This design comes from an exercise in tuning for small area, a short achievable clock period and few clock cycles on the open sky130 flow, not from production work. The RTL was checked by simulation tests, not by an equivalence proof against the original design. Power and IR drop assume default switching activity.

$ cat design/flow/flow/run.sh
#!/bin/bash
# The standard layout, with two changes to how it is made:
#  - ports are buffered with buf_4 instead of the delay buffer buffer_ports picks;
#  - timing repair may resize cells across footprints.
# The make output (every ORFS step, plus ORFS's own per-step logs under orfs/logs)
# goes to flow_make.log in this folder.
set -euo pipefail
bash standard.sh MATCH_CELL_FOOTPRINT=0 "BUFFER_PORTS_ARGS=-buffer_cell sky130_fd_sc_hd__buf_4" finish > flow_make.log 2>&1
$ cat design/flow/standard.sh
#!/bin/bash
# synth_recipe.tcl (not shown) runs the flow's synth.tcl, then flattens the netlist and writes it again
# the make line also repeats each setting of config.mk as NAME=value (left out here)
make -C /OpenROAD-flow-scripts/flow DESIGN_CONFIG=/design/flow/config.mk WORK_HOME=/design/flow/orfs CLKGATE_MAP_FILE= SYNTH_SCRIPT=/design/flow/synth_recipe.tcl "${@:-finish}"
$ cat design/flow/config.mk
export PLATFORM = sky130hd
export DESIGN_NAME = top_v1b
export DESIGN_NICKNAME = top_v1b
export VERILOG_FILES = /design/flow/design.v
export SDC_FILE = /design/flow/constraint.sdc
export NUM_CORES = 4
export LEC_CHECK = 0
export ABC_AREA = 1
export CAP_MARGIN = 20
export CORE_MARGIN = 2
export CORE_UTILIZATION = 40
export PLACE_DENSITY = 0.6
export SETUP_SLACK_MARGIN = 3.6
export SLEW_MARGIN = 20
export TNS_END_PERCENT = 20
$ cat design/flow/constraint.sdc
create_clock -name core_clock -period 8.0 [get_ports {clk}]
set_input_delay 1.6000 -clock core_clock [delete_from_list [all_inputs] [get_ports {clk}]]
set_output_delay 1.6000 -clock core_clock [all_outputs]
set_load 0.01 [all_outputs]
$ cat design/flow/design.v
module top_v1b (
    input clk,
    input rst,
    input wr,
    input [2:0] address,
    input [7:0] wdata,
    output [7:0] rdata,
    output busy
);
reg [7:0] ah, al, bh, bl;
always @(posedge clk) if (wr) begin
    case (address)
    3'd0: ah <= wdata;
    3'd1: al <= wdata;
    3'd2: bh <= wdata;
    3'd3: bl <= wdata;
    default: ;
    endcase
end
wire sa = ah[7];
wire sb = bh[7];
wire xs = sa ^ sb;
wire [14:0] ma = sa ? -{ah[6:0], al} : {ah[6:0], al};
wire [14:0] mb = sb ? -{bh[6:0], bl} : {bh[6:0], bl};
wire ma_zero = (ma == 15'd0);
wire mb_zero = (mb == 15'd0);
function [3:0] blen(input [14:0] v);
    integer j;
    begin
        blen = 4'd0;
        for (j = 0; j < 15; j = j + 1) if (v[j]) blen = j + 1;
    end
endfunction
wire [3:0] la = blen(ma);
wire [3:0] lb = blen(mb);
wire [4:0] ediff = {1'b0, la} - {1'b0, lb};      
wire       eneg = ediff[4];                      
reg        Status;
reg        o_mul, o_div, o_frc, o_sqr;           
reg [4:0]  cnt;
reg        fix;      
reg        fr;       
reg [31:0] X;
reg [16:0] Ax;
reg [15:0] Bx;
assign busy = Status;
reg [7:0] xb;
always @* case (address[1:0])
    2'd0: xb = X[31:24];
    2'd1: xb = X[23:16];
    2'd2: xb = X[15:8];
    default: xb = X[7:0];
endcase
assign rdata = address[2] ? {7'b0, Status & (address[1:0] == 2'd0)} : xb;
wire start = wr && (address == 3'd4);
wire [1:0] nop = wdata[1:0];
wire [3:0] pa = 4'd8 - {1'b0, la[3:1]} - {3'b0, la[0]};    
wire [3:0] sh = (nop == 2'd3) ? {pa[2:0], 1'b0} :
                (nop == 2'd0) ? 4'd0 - {lb[3:0]} :          
                (eneg ? 4'd0 : ediff[3:0]);
wire [15:0] bsrc = (nop == 2'd3) ? {1'b0, ma} : {1'b0, mb};
wire [15:0] bnorm = bsrc << sh;
wire [4:0] ediv = (eneg | mb_zero) ? 5'd0 : ediff + 5'd1;
wire [4:0] n0 = (nop == 2'd0) ? {1'b0, lb} :
                (nop == 2'd1) ? ediv :
                (nop == 2'd2) ? (mb_zero ? 5'd0 : ediv + 5'd16) :
                (ma_zero ? 5'd0 : {1'b0, 4'd8 - pa} + 5'd8);
reg [18:0] opa, opb;
always @* begin
    opa = 19'd0; opb = 19'd0;
    if (o_mul) begin opa = {3'b0, X[14:0], 1'b0}; opb = Bx[15] ? {2'b0, Ax} : 19'd0; end
    if (o_sqr) begin opa = {Ax, Bx[15:14]};       opb = {1'b0, X[23:8], 2'b01}; end
    if (o_div | o_frc) begin
        opa = fr ? {1'b0, Ax, 1'b0} : {2'b0, Ax};
        opb = {3'b0, Bx};
    end
end
wire [19:0] sum = o_mul ? {1'b0, opa} + {1'b0, opb} : {1'b0, opa} - {1'b0, opb};
wire ge = ~sum[19];
wire [15:0] xhi = X[30:15];
wire [15:0] xhi_inc = sum[16] ? xhi + 16'd1 : xhi;
wire [14:0] q = X[14:0];
wire [15:0] qfix = mb_zero ? (ma_zero ? 16'h4000 : 16'h7FFF) : {1'b0, q};
wire [14:0] qneg = -qfix[14:0];
wire [15:0] rneg = -Ax[15:0];
always @(posedge clk) begin
    if (!Status) begin
        cnt <= n0;
        fr <= (nop == 2'd2) && (ediv == 5'd0);
        Ax <= (nop == 2'd3) ? 17'd0 : {2'b0, ma};
        Bx <= bnorm;
        o_mul <= (nop == 2'd0);
        o_div <= (nop == 2'd1);
        o_frc <= (nop == 2'd2);
        o_sqr <= (nop == 2'd3);
    end else begin
        cnt <= cnt - 5'd1;
        if (cnt == 5'd17) fr <= 1'b1;
        if (o_sqr | o_div | o_frc) Ax <= ge ? sum[16:0] : opa[16:0];
        if (o_mul) Bx <= {Bx[14:0], 1'b0};
        else if (o_sqr) Bx <= {Bx[13:0], 2'b00};
        else if (!(fr || (o_frc && cnt == 5'd17))) Bx <= {1'b0, Bx[15:1]};
    end
end
reg [31:0] xinit, xstep;
always @* begin
    if (nop == 2'd2 && mb_zero)
        xinit = ma_zero ? 32'h40000000 : (ma == 15'h4000) ? 32'h7FFF8000 : 32'h7FFFFFFF;
    else
        xinit = 32'd0;
    if (cnt != 5'd0) begin
        if (o_mul) xstep = {xhi_inc, sum[15:0]};
        else if (o_sqr) xstep = {8'b0, X[22:8], ge, 8'b0};
        else xstep = {X[30:0], ge};
    end else begin
        xstep[31:16] = xs ? {1'b1, qneg} : qfix;
        xstep[15:0]  = xs ? rneg : Ax[15:0];
    end
end
always @(posedge clk) if (start | Status) X <= Status ? xstep : xinit;
always @(posedge clk) begin
    if (rst) begin
        Status <= 1'b0;
        fix <= 1'b0;
    end else if (start) begin
        fix <= (nop == 2'd1);
        Status <= (n0 != 5'd0) || (nop == 2'd1);
    end else if (Status) begin
        if (cnt != 5'd0) begin
            if (cnt == 5'd1 && !fix) Status <= 1'b0;
        end else begin
            fix <= 1'b0;
            Status <= 1'b0;
        end
    end
end
endmodule
==> results by group, run 1 <==
Floorplanning
  – Placement Rows: 61
  – Die footprint: 0.02957 mm2
  – Initial core utilization: 40.62%
  – IO Count: 23
  – Chip height: 172.0 um
  – Core area: 0.02778 mm2
  – Die W: 172.0 um

Routing
  – Via/cell ratio: 5.842
  – Final wirelength: about 43 mm
  – Initial drt markers: 1408
  – Drt drc: 0
  – WL/cell: 19.95 um
  – Drt first pass iters: 10
  – Post-DRT Antenna Nets: 0
  – Vias: 12490

GRT
  – Total track usage: 28.42%
  – Largest net degree at the start of global routing: 70
  – Number of global-route vias before repair: approximately 11000
  – Initial antenna violation count: 0
  – First-pass GRT wire length: 64.11 mm
  – Total gr overflow: 0

Power and ir drop
  – PwrDens: ~190 mW/mm2
  – Leak Pwr: 0.006038 uW
  – Net Sw Frac: 46.27%
  – P_sw: 1207 uW
  – Share of total power in combinational logic: slightly above 50%
  – Flop pwr share: 29.1%
  – Internal power: 1401 uW
  – Peak supply drop: 0.1025 mV
  – Clock share of power: 19.1%

Timing
  – Slack of the critical path: 3.531 ns
  – Fin. Hold Viols: 0
  – Clock period minus worst slack: around 4.5 ns
  – Final Setup Violations: 0
  – Max-slew violation count: 0
  – Fin Setup TNS: 0 ns
  – Fin crit share: 55.86%
  – RSZ-0062 raised after global routing: true
  – Max-slew headroom: 28.31%
  – Setup Skew: around 0.018 ns
  – FMAX: around 220 MHz
  – Worst-margin pin slew: ~1.1 ns

Clocking
  – CTS tree: built
  – Worst-path clk slew: 0.08 ns
  – Worst-Skew Late Latency: 0.39 ns
  – Maximum buffer depth of the clock tree: 2
  – Htree depth: 3
  – Num CTS Buffers: 9
  – Clock sinks: 109
  – Clock root cell: clkbuf_16

Finish
  – Multi-input logic area: 0.007580 mm2
  – Fin util: roughly half
  – Most frequent cells in the layout: nand2_1 (396), inv_1 (197), nand3_1 (138), o21ai_0 (135), nor2_1 (117)
  – Area growth syn-to-layout: 18.96%
  – Layout cells sized above 1: 19.33%
  – Final #Nets: roughly 1800
  – # fillers: 2785
  – Most common cell after layout, fill and taps aside: nand2_1
  – Diode count: 0
  – Register area: between 0.003 and 0.004 mm2

Logic synthesis
  – Synth Flop Type: edfxtp_1
  – Distinct cells, synth: 62
  – Syn Inst Count: 1694
  – Net Count, Synth: 1750
  – Ys async rst share: 0%
  – Post-synth EDFFs: 102
  – Seq/Total Area, Yosys: 28.38%
  – Ys Warns: 1
  – Synthesized area: about 0.011 mm2
  – Avg Inst Size Synth: 6.662 um2
  – Number of synthesized register bits: 109

Critical path
  – Crit end category: flip-flop
  – CP required: 8.13 ns
  – CP arrival: about 4.6 ns
  – Crit Path Class: reg -> reg
  – CP Launch Type: flip-flop
  – Critical Path Fanout Max: 6

Placed design
  – Half-perimeter wire length after placement: ~30 mm
  – Pre-CTS setup slack: between 2 and 2.5 ns
  – Buffers on Ports: 22
  – GP Congestion: 0.9346

Run status
  – Status: timing/DRC/antenna clean

Run
  – Max Cap Viol: 0

Worst hold path
  – HP Class: reg -> reg
-- per-stage QoR --
step,total power (uW),hold WS (ns),instance area (um2),std cells
floorplan,1574,0.4664,11290,1694
global placement,1857,0.4810,11690,2041
detailed placement,1857,0.4942,11690,2041
CTS,2452,0.5097,12620,2099
global route,2745,0.5370,13430,2137
finish,2608,0.5110,13430,2137
-- routing by layer --
layer  track usage [%]  routed length [um]  share of wire (%)
met2             46.22               19740                 46
met3             4.120                2994                7.0
met5                 0                   0                  0
met4             14.72                2431                5.7
met1             36.71               17470                 41
-- cell usage after synthesis (4+ instances only) --
cell      count  share of area (%)
nand2_2      13               0.72
inv_1       210                7.0
xnor2_1      21                1.6
o22ai_1      38                2.1
nand2_4       5               0.50
buf_4         8               0.53
buf_6         5               0.50
o21ai_1      18               0.80
nor3_1       25                1.1
nand2_1     410                 14
xor2_1       29                2.3
o211ai_2      7               0.78
a221oi_2      4               0.53
buf_2        12               0.53
edfxtp_1    102                 27
nand3_2       8               0.71
nand3b_1      4               0.27
a221oi_1      7               0.54
nand3_1     174                7.7
o221ai_1      7               0.54
inv_2        12               0.40
clkbuf_1     38                1.3
a21oi_1      77                3.4
nor2_1      131                4.4
nor2_2       19                1.1
a32oi_1       4               0.31
o21ai_0     156                6.9
nand4_1      28                1.6
dfxtp_1       7                1.2
o211ai_1     18                1.2
ha_1         40                4.4
or2_2         4               0.22
-- final cells by class --
| class | instances | area share, % |
|---|---|---|
| clock buffer | 9 | 1.678 |
| clock inverter | 7 | 0.6431 |
| inverter | 227 | 6.887 |
| multi-input combinational | 1296 | 56.46 |
| sequential | 109 | 23.87 |
| tap | 378 | 3.523 |
| timing repair buffer | 109 | 6.822 |
| timing repair inverter | 2 | 0.1212 |
-- state kept, by name, indices dropped and copies added, names as in the netlist --
register,flops
ah,8
al,8
o_mul,1
Ax,17
fr,1
bl,8
o_sqr,1
o_frc,1
bh,8
o_div,1
Status,1
cnt,5
X,32
Bx,16
fix,1
-- worst paths after layout --
path,from,to,slack [ns],depth (start not counted)
worst min-delay path,fix,fix,0.51,2
worst max-delay path,o_div,X[26],3.53,26
worst min register to register,fix,fix,0.51,2
worst max register to register,o_div,X[26],3.53,26
-- logic make-up after synthesis --
| kind of cell | share of synthesized area, % |
|---|---|
| xor gates and xnor gates | 3.880 |
| adders and majority gates | 4.789 |
| DFF | 28.38 |
| buffers and inverters | 10.50 |
| AOI/OAI and AO/OA | 19.62 |
| and+or+nand+nor | 32.65 |
| muxes | 0.1774 |
-- power groups by stage --
stage	sequential [uW]	clock (uW)	combinational [uW]
final	759	498	1350
after global routing	761	513	1470
after CTS	756	498	1200
after detailed placement	773	0	1080
after global placement	774	0	1080
after floorplan	733	0	841
-- repair_timing --
action,CTS,global route
pin swaps,18,54
setup buffers,38,35
resized for setup,75,133
gates cloned,4,3
hold buffers,0,0
setup endpoints to repair,64,68
-- worst max-delay path: stages, from the launching register on --
cell	delay, ns
edfxtp_1	0.48
nor2_8	0.26
clkinv_8	0.10
a22oi_2	0.25
ha_2	0.22
nand3b_1	0.11
nor2_2	0.17
nand3_2	0.12
nor2_2	0.12
nand3_2	0.10
o21ai_2	0.15
xor2_1	0.17
inv_1	0.10
ha_4	0.31
nand2_4	0.06
nor2_4	0.09
nand3_2	0.09
nand2_2	0.11
or2_1	0.12
nand2_2	0.08
nor2_4	0.24
buf_6	0.15
nand3_2	0.06
o211ai_1	0.32
o21ai_1	0.12
nand2_1	0.07
nand2_1	0.06
Testbench counts, summed over its fixed seeds: cycles 157,093.
==> run 2, diff against run 1 <==
--- a/design/flow/config.mk
+++ b/design/flow/config.mk
@@ -12,4 +12,4 @@
 export PLACE_DENSITY = 0.6
-export SETUP_SLACK_MARGIN = 3.6
+export SETUP_SLACK_MARGIN = 3.5
 export SLEW_MARGIN = 20
-export TNS_END_PERCENT = 20
+export TNS_END_PERCENT = 10
==> results by group, run 2 <==
Clocking
  – Worst-Skew Late Latency: 0.39 ns
  – Hold Buf Count CTS: 0
  – CTS tree: built
  – Maximum buffer depth of the clock tree: 2
  – Worst-path clk slew: 0.08 ns
  – Clock sinks: about 110
  – Clock root cell: clkbuf_16
  – Htree depth: 3
  – Num CTS Buffers: 9

Logic synthesis
  – Yosys top cell by area: edfxtp_1
  – Commonest cells post-synth: nand2_1 (410), inv_1 (210), nand3_1 (174)
  – Ys async rst share: 0%
  – Count leader, synth: nand2_1
  – Avg Inst Size Synth: 6.662 um2
  – Number of synthesized register bits: 109
  – Synthesized area: 0.01129 mm2
  – Seq/Total Area, Yosys: 28.38%
  – Net Count, Synth: 1750
  – Synth Flop Type: edfxtp_1
  – Ys Warns: 1
  – Post-synth EDFFs: 102
  – Distinct cells, synth: 62
  – Syn Inst Count: between 1500 and 2000
  – Top cells by area, synth: edfxtp_1 (27%), nand2_1 (14%), nand3_1 (7.7%)
  – Top-area cell type share of the netlist area: a little over a quarter

Floorplanning
  – Initial core utilization: 40.62%
  – Core area: 0.02778 mm2
  – IO Count: 23
  – Die W: 172.0 um
  – Die footprint: about 0.03 mm2
  – Placement Rows: 61
  – Chip height: 172.0 um

Timing
  – Final Setup Violations: 0
  – RSZ-0062 raised after global routing: true
  – Setup Skew: around 0.021 ns
  – FMAX: roughly 220 MHz
  – Max-slew headroom: 27.43%
  – Fin. Hold Viols: 0
  – Clock period minus worst slack: between 4 and 5 ns
  – Fin crit share: about 56%
  – Max-slew violation count: 0
  – Worst-margin pin slew: about 1.1 ns
  – Fin Setup TNS: 0 ns

Finish
  – Diode count: 0
  – Most frequent cells in the layout: nand2_1 (400), inv_1 (202), nand3_1 (163), o21ai_0 (139), nor2_1 (121)
  – Non-filler cells, final: 2131
  – Design area: 0.01315 mm2
  – Area growth syn-to-layout: 16.51%
  – Layout cells sized above 1: between 10% and 20%
  – Final #Nets: 1804
  – Biggest register: X
  – Most common cell after layout, fill and taps aside: nand2_1
  – Regs by FF count: X (32), Ax (17), Bx (16)
  – Max FFs per register: 32

Critical path
  – Critical Path Fanout Max: 8
  – CP required: 8.13 ns
  – CP max stage delay: 0.48 ns
  – CP most frequent cell: nand3_2
  – Crit end category: flip-flop
  – CP arrival: ~4.6 ns
  – CP Launch Type: flip-flop
  – Sum of buffers and inverters on the critical path: 3
  – Slowest CP cell: edfxtp_1
  – Crit Path Class: reg -> reg
  – Family with the most delay on the worst path: simple AND/OR/NAND/NOR gates

Routing
  – Initial drt markers: 1440
  – Drt first pass iters: 6
  – Final wirelength: between 40 and 50 mm
  – Via/cell ratio: 5.803
  – Vias: between 10000 and 15000
  – Post-DRT Antenna Nets: 0
  – Drt drc: 0
  – WL/cell: 19.71 um

GRT
  – Number of global-route vias before repair: 11220
  – Total track usage: 28.12%
  – First-pass GRT wire length: around 64 mm
  – Total gr overflow: 0
  – Largest net degree at the start of global routing: 70
  – Initial antenna violation count: 0

Power and ir drop
  – Total power: 2562 uW
  – PwrDens: around 190 mW/mm2
  – Leak Pwr: approximately 0.0059 uW
  – Peak supply drop: 0.1029 mV

Run
  – Max Cap Viol: 0

Run status
  – Status: timing/DRC/antenna clean

Placed design
  – Post-DP Area: 0.01169 mm2
  – GP Congestion: 0.9346
  – Placed insts: 2041
  – Half-perimeter wire length after placement: 30.32 mm
  – Buffers on Ports: 22

Worst hold path
  – HP Class: reg -> reg
==> run 2: cell count changes in the layout (fill, tap and decap cells not counted), sizes merged <==
cell | before | now
buf | 107 | 101
==> run 2: layer usage <==
metal / vias to the layer above / global-route usage, % / wire length [um]
met5: - / 0 / 0
met4: 0 / 13.12 / 2316
met3: 149 / 3.479 / 2960
met2: 625 / 46.55 / 19190
met1: 5716 / 36.61 / 17540
li1: 5877 / - / -
==> run 2: tightest hold or removal path, cell delays in order, from the launching register on <==
cell and delay [ns]:
dfxtp_1 0.32, o211ai_1 0.09, a21oi_1 0.07
==> run 2: final cells by class <==
type                            count  area (um2)
Multi-Input combinational cell   1296        7387
Clock buffer                        9       225.2
Tap cell                          378       473.0
Inverter                          227       924.6
Timing Repair Buffer              103       832.0
Timing Repair inverter              2       16.27
Clock inverter                      7       86.33
Fill cell                        2804       14630
Sequential cell                   109        3204
==> run 2: what timing repair did <==
| action | in CTS | in global routing |
|---|---|---|
| gates resized for setup | 51 | 99 |
| endpoints found under the hold margin | 0 | 0 |
| gates cloned | 3 | 2 |
| setup endpoints to repair | 61 | 61 |
| pin swaps | 9 | 28 |
| buffers inserted | 29 | 40 |
==> run 2: metrics by stage <==
step                setup slack [ns]  util [%]  hold WS (ns)
finish                         3.532     47.33        0.5125
global route                   3.305     47.33        0.5370
CTS                            3.446     44.87        0.5097
detailed placement             2.371     42.07        0.4942
global placement               2.373     42.07        0.4810
floorplan                      3.902         -        0.4664
==> run 2: final timing paths <==
kind	startpoint	end	slack [ns]	cells past startpoint
hold reg to reg	fix	fix	0.51	2
setup / recovery	o_div	X[26]	3.53	26
hold / removal	fix	fix	0.51	2
setup reg to reg	o_div	X[26]	3.53	26
==> run 2: logic make-up (layout without fill, tap and decap cells) <==
kind of cell	count (synthesis)	in the layout	share of synthesized area [%]
flip-flops	109	109	28.38
adder cells (fa/ha/maj)	42	42	4.789
multiplexers	2	2	0.1774
XOR/XNOR	50	50	3.880
AND/OR/NAND/NOR	831	834	32.65
AO/OA/AOI/OAI	368	368	19.62
buffers and inverters	292	348	10.50
==> run 2: power by group <==
group	total, uW	switching, uW	internal [uW]
Combinational	1310	842	465
Sequential	758	68.5	689
Clock	497	272	225
==> run 3, diff against run 2 <==
--- a/design/flow/config.mk
+++ b/design/flow/config.mk
@@ -8,3 +8,3 @@
 export ABC_AREA = 1
-export CAP_MARGIN = 20
+export CAP_MARGIN = 5
 export CORE_MARGIN = 2
@@ -12,4 +12,3 @@
 export PLACE_DENSITY = 0.6
-export SETUP_SLACK_MARGIN = 3.5
-export SLEW_MARGIN = 20
-export TNS_END_PERCENT = 10
+export SETUP_SLACK_MARGIN = 3.4
+export SLEW_MARGIN = 5
==> results by group, run 3 <==
Run status
  – Status: timing/DRC/antenna clean

Finish
  – Area growth syn-to-layout: 14.98%
  – Max FFs per register: 32
  – # fillers: 2816
  – Most common cell after layout, fill and taps aside: nand2_1
  – Layout cells sized above 1: 15.64%
  – Most frequent cells in the layout: nand2_1 (402), inv_1 (202), nand3_1 (167), o21ai_0 (139), nor2_1 (121)
  – Final #Nets: 1796
  – Biggest register: X
  – Diode count: 0
  – Regs by FF count: X (32), Ax (17), Bx (16)

Logic synthesis
  – Post-synth EDFFs: 102
  – Top cells by area, synth: edfxtp_1 (27%), nand2_1 (14%), nand3_1 (7.7%)
  – Largest family of logic cells by synthesized area: simple AND/OR/NAND/NOR gates
  – Complex-gate fraction of the synthesized area: 19.62%
  – Xor-xnor portion of the synthesized cell area: 3.880%
  – Post-Synth Adder-Cell Area: around 4.8%
  – Avg Inst Size Synth: 6.662 um2
  – Seq/Total Area, Yosys: around 28%
  – Top-area cell type share of the netlist area: 27.14%
  – Simple-gate share of the synthesized area: 32.65%
  – Number of synthesized register bits: 109
  – Net Count, Synth: 1750
  – Yosys top cell by area: edfxtp_1
  – Synth Flop Type: edfxtp_1
  – Count leader, synth: nand2_1
  – Ys async rst share: 0%
  – Distinct cells, synth: 62
  – Ys Warns: 1
  – Mux share of post-synthesis cell area: 0.1774%
  – Commonest cells post-synth: nand2_1 (410), inv_1 (210), nand3_1 (174)
  – Synthesized area: 0.01129 mm2
  – Syn Inst Count: approximately 1700

Floorplanning
  – Placement Rows: 61
  – IO Count: 23
  – Die W: 172.0 um
  – Initial core utilization: about two fifths
  – Core area: ~0.028 mm2
  – Chip height: 172.0 um
  – Die footprint: 0.02957 mm2

Critical path
  – Slowest CP cell: nor2_2
  – Crit Path Class: in -> out
  – Family with the most delay on the worst path: buffers and inverters
  – CP Launch Type: input port
  – Crit end category: output pin
  – Worst path cell trace: buf_4, nor2_2, inv_1, o221ai_1, o211ai_1, inv_1, buf_4
  – CP arrival: 2.88 ns
  – CP max stage delay: about 0.30 ns
  – CP required: 6.40 ns
  – Critical Path Fanout Max: 8
  – Sum of buffers and inverters on the critical path: 4

Clocking
  – CTS tree: built
  – Worst-path clk slew: about 0.08 ns
  – Worst-Skew Late Latency: 0.38 ns
  – Maximum buffer depth of the clock tree: 2
  – Htree depth: 3
  – Hold Buf Count CTS: 0
  – Num CTS Buffers: 9
  – Clock sinks: 109
  – Clock root cell: clkbuf_16

Timing
  – Final Setup Violations: 0
  – Worst-margin pin slew: 1.104 ns
  – Setup Skew: 0.01825 ns
  – Max-slew violation count: 0
  – Fin Setup TNS: 0 ns
  – Clock period minus worst slack: 4.478 ns
  – Max-slew headroom: between 20% and 30%
  – Slack of the critical path: 3.522 ns
  – Fin crit share: 55.98%
  – Fin. Hold Viols: 0
  – FMAX: ~220 MHz
  – RSZ-0062 raised after global routing: true

Power and ir drop
  – PwrDens: 195.4 mW/mm2
  – Leak Pwr: 0.005860 uW
  – Peak supply drop: roughly 0.10 mV

Routing
  – Via/cell ratio: 5.784
  – Final wirelength: 41.54 mm
  – Initial drt markers: 1347
  – Post-DRT Antenna Nets: 0
  – Drt first pass iters: 8
  – Drt drc: 0
  – WL/cell: 19.57 um
  – Vias: between 10000 and 15000

Worst hold path
  – HP Class: reg -> reg

GRT
  – Total gr overflow: 0
  – Initial antenna violation count: 0
  – First-pass GRT wire length: 63.54 mm
  – Largest net degree at the start of global routing: 70
  – Total track usage: about 28%
  – Number of global-route vias before repair: 11120

Placed design
  – Pre-CTS setup slack: 2.371 ns
  – GP Congestion: 0.9346
  – Half-perimeter wire length after placement: between 30 and 40 mm
  – Buffers on Ports: 22

Run
  – Max Cap Viol: 0
[run 3: cell counts after synthesis]
Identical to the previous run, type by type.
[run 3: worst paths after layout]
kind | end | startpoint | cells past startpoint | slack, ns
setup / recovery | rdata[1] | address[1] | 7 | 3.52
hold / removal | fix | fix | 2 | 0.51
hold reg to reg | fix | fix | 2 | 0.51
setup reg to reg | X[26] | o_div | 26 | 3.57
[run 3: metrics by stage]
step / power (uW) / instances / area (um2) / hold WS [ns] / util [%]
2_1_floorplan: 1574 / 1694 / 11290 / 0.4664 / -
3_3_place_gp: 1857 / 2041 / 11690 / 0.4810 / 42.07
3_5_place_dp: 1857 / 2041 / 11690 / 0.4942 / 42.07
4_1_cts: 2408 / 2085 / 12380 / 0.5097 / 44.57
5_1_grt: 2680 / 2123 / 12980 / 0.5370 / 46.71
6_report: 2535 / 2123 / 12980 / 0.5113 / 46.71
[run 3: per-layer routing]
layer | routed length [um] | global-route usage (%)
met2 | 19230 | 46.66
met3 | 3071 | 3.662
met5 | 0 | 0
met4 | 2060 | 12.31
met1 | 17180 | 36.71
[run 3: worst min-delay path: cells and delay by family (launching register included)]
family / cells / cell delay, ns
flip-flops: 1 / 0.32
AO/OA/AOI/OAI: 2 / 0.16
[run 3: power by group]
part           internal [uW]  switching [uW]  total, uW
logic                    450             832       1280
clock network            225             270        495
registers                689            69.0        758
[run 3: kinds of logic (layout without fill, tap and decap cells)]
group | Yosys count | in the layout
simple gates | 831 | 833
compound gates | 368 | 368
buf+inv | 292 | 341
flops | 109 | 109
xor+xnor | 50 | 50
fa+ha+maj | 42 | 42
mux | 2 | 2
[run 3: repair_timing]
item	CTS	global route
gates cloned	3	0
setup endpoints to repair	58	59
pin swaps	5	27
setup buffers	25	38
resized for setup	41	92
[run 3: area by class of cell]
type / count / area (um2) / area share (%)
Clock inverter: 7 / 86.33 / 0.6653
Inverter: 227 / 924.6 / 7.126
Sequential cell: 109 / 3204 / 24.69
Tap cell: 378 / 473.0 / 3.645
Timing Repair inverter: 1 / 5.005 / 0.03857
Multi-Input combinational cell: 1295 / 7282 / 56.12
Timing Repair Buffer: 97 / 775.7 / 5.978
Clock buffer: 9 / 225.2 / 1.736

separate check: timing with driven ports:
No port has a modelled driver above. Below, the same layouts with a new extraction and two added sets of constraints. Step 1: set_driving_cell puts a clkbuf_16 on clk and a buf_2 on each other input, an assumption about the parent block. Step 2, shift: input delay + t, output delay - t, t = (earliest + latest rising clock arrival at the registers) / 2. This alone moves slack from input paths to output paths. Slacks: ideal / step 1 / step 2; pairs: ideal / step 1.
run	t (ns)	slack for setup (ns)	worst data-port slew with drivers (ns)	pins driven straight from the clock port
run 1	0.424	3.531 / 3.531 / 3.531	0.04	1
run 2	0.425	3.532 / 3.532 / 3.532	0.04	1
run 3	0.423	3.522 / 3.491 / 3.491	0.04	1
After both steps setup and hold are still met in every run listed. For run 3, which loses most, drivers alone change the setup slack by -0.031 ns; drivers and shift together by -0.031 ns.
